This design comes from an exercise in tuning for small area on the open sky130 flow, not from production work. Function was checked by simulation only, so behaviour that the tests miss may differ from the original. Power is estimated from default activity; no workload was simulated.

== build 22 ==
## wall_following_robot_top
module wall_following_robot_top (
    input  wire        clk_50M,
    input  wire        rst_n,
    input  wire        echo_left,
    input  wire        echo_front,
    input  wire        echo_right,
    output wire        trig_left,
    output wire        trig_front,
    output wire        trig_right,
    output wire        left_pwm,
    output wire        left_in1,
    output wire        left_in2,
    output wire        right_pwm,
    output wire        right_in1,
    output wire        right_in2,
    output wire [2:0]  state_leds
);
    wire       end_l, end_f, end_r;
    wire [1:0] left_cls;
    wire       front_near;
    wire [1:0] drive_cmd;
    t1b_trigger trig_L (.clk_50M(clk_50M), .reset(rst_n), .echo_rx(echo_left),
                        .trig(trig_left), .trig_end(end_l));
    t1b_trigger trig_F (.clk_50M(clk_50M), .reset(rst_n), .echo_rx(echo_front),
                        .trig(trig_front), .trig_end(end_f));
    t1b_trigger trig_R (.clk_50M(clk_50M), .reset(rst_n), .echo_rx(echo_right),
                        .trig(trig_right), .trig_end(end_r));
    t1b_echo_left  echo_L (.clk_50M(clk_50M), .reset(rst_n), .echo_rx(echo_left),
                           .trig_end(end_l), .cls(left_cls));
    t1b_echo_front echo_F (.clk_50M(clk_50M), .reset(rst_n), .echo_rx(echo_front),
                           .trig_end(end_f), .near(front_near));
    wall_follower_logic u_brain (
        .clk(clk_50M), .rst_n(rst_n),
        .left_cls(left_cls), .front_near(front_near),
        .drive_cmd(drive_cmd)
    );
    assign state_leds = {1'b0, drive_cmd};
    robot_drive_system u_drive_sys (
        .clk(clk_50M), .rst_n(rst_n), .cmd(drive_cmd),
        .left_pwm(left_pwm),   .left_in1(left_in1),   .left_in2(left_in2),
        .right_pwm(right_pwm), .right_in1(right_in1), .right_in2(right_in2)
    );
endmodule
Size: roughly 370 cells after synthesis, roughly 17 I/O pins, ~0.0038 sq mm of cells after synthesis.
Settings: LEC_CHECK=0, CAP_MARGIN=20, CORE_MARGIN=2, CORE_UTILIZATION=40, SLEW_MARGIN=20; clock period 20.0 ns.
standard.sh (not shown) runs the stock make flow with config.mk's settings and CLKGATE_MAP_FILE= SYNTH_SCRIPT=/design/flow/synth_recipe.tcl, a recipe that flattens the netlist after the stock synthesis.
==> flow/flow/run.sh <==
#!/bin/bash
# Standard layout with smaller port buffers and a clock tree without dummy loads.
set -euo pipefail
export BUFFER_PORTS_ARGS="-buffer_cell sky130_fd_sc_hd__buf_1"
export CTS_ARGS="-sink_clustering_enable -repair_clock_nets -dont_use_dummy_load -buf_list sky130_fd_sc_hd__clkbuf_4"
bash standard.sh > standard.log 2>&1
## Diff of input files: build 63 against build 22
Settings: setting CTS_CLUSTER_DIAMETER to 100 for the first time; setting CTS_BUF_LIST to sky130_fd_sc_hd__clkbuf_4 for the first time; setting CTS_CLUSTER_SIZE to 30 for the first time.
==> flow/run.sh (new file) <==
#!/bin/bash
# synth_recipe.tcl (not shown) runs the flow's synth.tcl, then flattens the netlist and writes it again
# the make line also repeats each setting of config.mk as NAME=value (left out here)
make -C /OpenROAD-flow-scripts/flow DESIGN_CONFIG=/design/flow/config.mk WORK_HOME=/design/flow/orfs CLKGATE_MAP_FILE= SYNTH_SCRIPT=/design/flow/synth_recipe.tcl finish
removed: flow/flow/run.sh
removed: flow/standard.sh
### Flow results
Build 63 vs build 22 — global-route usage rose 0.59 points. Looking at area of all placed cells without fillers across both flows, build 63 is the weaker of the two, with build 22 ahead. Build 22 has a lower part of the cycle the worst path needs than build 63. Build 22 → build 63: total length of routed met2 wires has decreased, antenna diode count has remained practically unchanged, synthesis-to-layout area growth has increased, post-layout total power has increased. In build 63 relative to build 22, routed wire length had gone up slightly.
The inputs of build 27 differ from those of build 63 as listed below.
Settings: CORE_UTILIZATION: 40 -> 60; CTS_CLUSTER_SIZE: 30 -> unset; CTS_CLUSTER_DIAMETER: 100 -> unset; CTS_BUF_LIST: sky130_fd_sc_hd__clkbuf_4 -> unset.
==> flow/flow/run.sh (new file) <==
#!/bin/bash
# Standard layout with smaller port buffers and a clock tree without dummy loads.
set -euo pipefail
export BUFFER_PORTS_ARGS="-buffer_cell sky130_fd_sc_hd__buf_1"
export CTS_ARGS="-sink_clustering_enable -repair_clock_nets -dont_use_dummy_load -buf_list sky130_fd_sc_hd__clkbuf_8 -sink_clustering_size 40 -sink_clustering_max_diameter 200"
bash standard.sh > standard.log 2>&1
==> flow/standard.sh (new file) <==
#!/bin/bash
# synth_recipe.tcl (not shown) runs the flow's synth.tcl, then flattens the netlist and writes it again
# the make line also repeats each setting of config.mk as NAME=value (left out here)
make -C /OpenROAD-flow-scripts/flow DESIGN_CONFIG=/design/flow/config.mk WORK_HOME=/design/flow/orfs CLKGATE_MAP_FILE= SYNTH_SCRIPT=/design/flow/synth_recipe.tcl "${@:-finish}"
removed: flow/run.sh
==> run notes <==
As far as synthesis-stage register bit count goes, build 27 and build 63 are indistinguishable; the numbers are identical. A cell with the biggest individual delay on the critical path of sky130_fd_sc_hd__clkdlybuf4s50_1 is what build 63 shows, while sky130_fd_sc_hd__dfrtp_1 belongs to build 27. There was hardly any difference in total number of vias between build 63 and build 27. Build 27 has clock-pin slew on the worst setup and hold paths below what build 63 had. Build 63 -> build 27: area fraction in compound gates after synthesis delta 0, exact match. Compared with build 63, build 27 shows power consumed by combinational cells that has gone down by more than 10%. Cmp build 27 vs build 63: non-clock buffer contribution to total cell area lower in build 27. Setup slack: build 27 more than build 63. Build 27 vs build 63, share of the clock period used by the worst path after layout went down by 2.3 points. Design area of build 27 falls short of that of build 63 by a few percent. Build 63 -> build 27: routed wire length on met3 increased by a few percent. Sort build 27 and build 63 by count of clock-buffer cells in the layout desc -> top: build 63.

==> separate check: timing with driven ports <==
Ports are ideal in the flow. The routed layouts listed here were re-timed in OpenROAD. Step 1: set_driving_cell puts a clkbuf_16 on clk_50M and a buf_2 on each other input, an assumption about the parent block. Step 2 times the ports against the registers' clock, not the clock port: input delays grow and output delays shrink by t, the midpoint of the rising clock arrivals with the driver on. Three values: ideal ports, drivers, drivers and shift; two values: the first two.
| run | t, ns | slack for setup (ns) | hold slack, ns | worst setup path at the end | clock arrival spread, ns |
|---|---|---|---|---|---|
| build 22 | 0.500 | 14.510 / 14.479 / 14.780 | 0.358 / 0.358 / 0.358 | input to register | 0.040 / 0.040 |
| build 63 | 0.514 | 14.129 / 14.100 / 14.414 | 0.370 / 0.370 / 0.370 | input to register | 0.015 / 0.015 |
| build 27 | 0.433 | 14.589 / 14.560 / 14.782 | 0.365 / 0.365 / 0.365 | input to register | 0.025 / 0.025 |
After both steps every run listed still meets setup and hold.
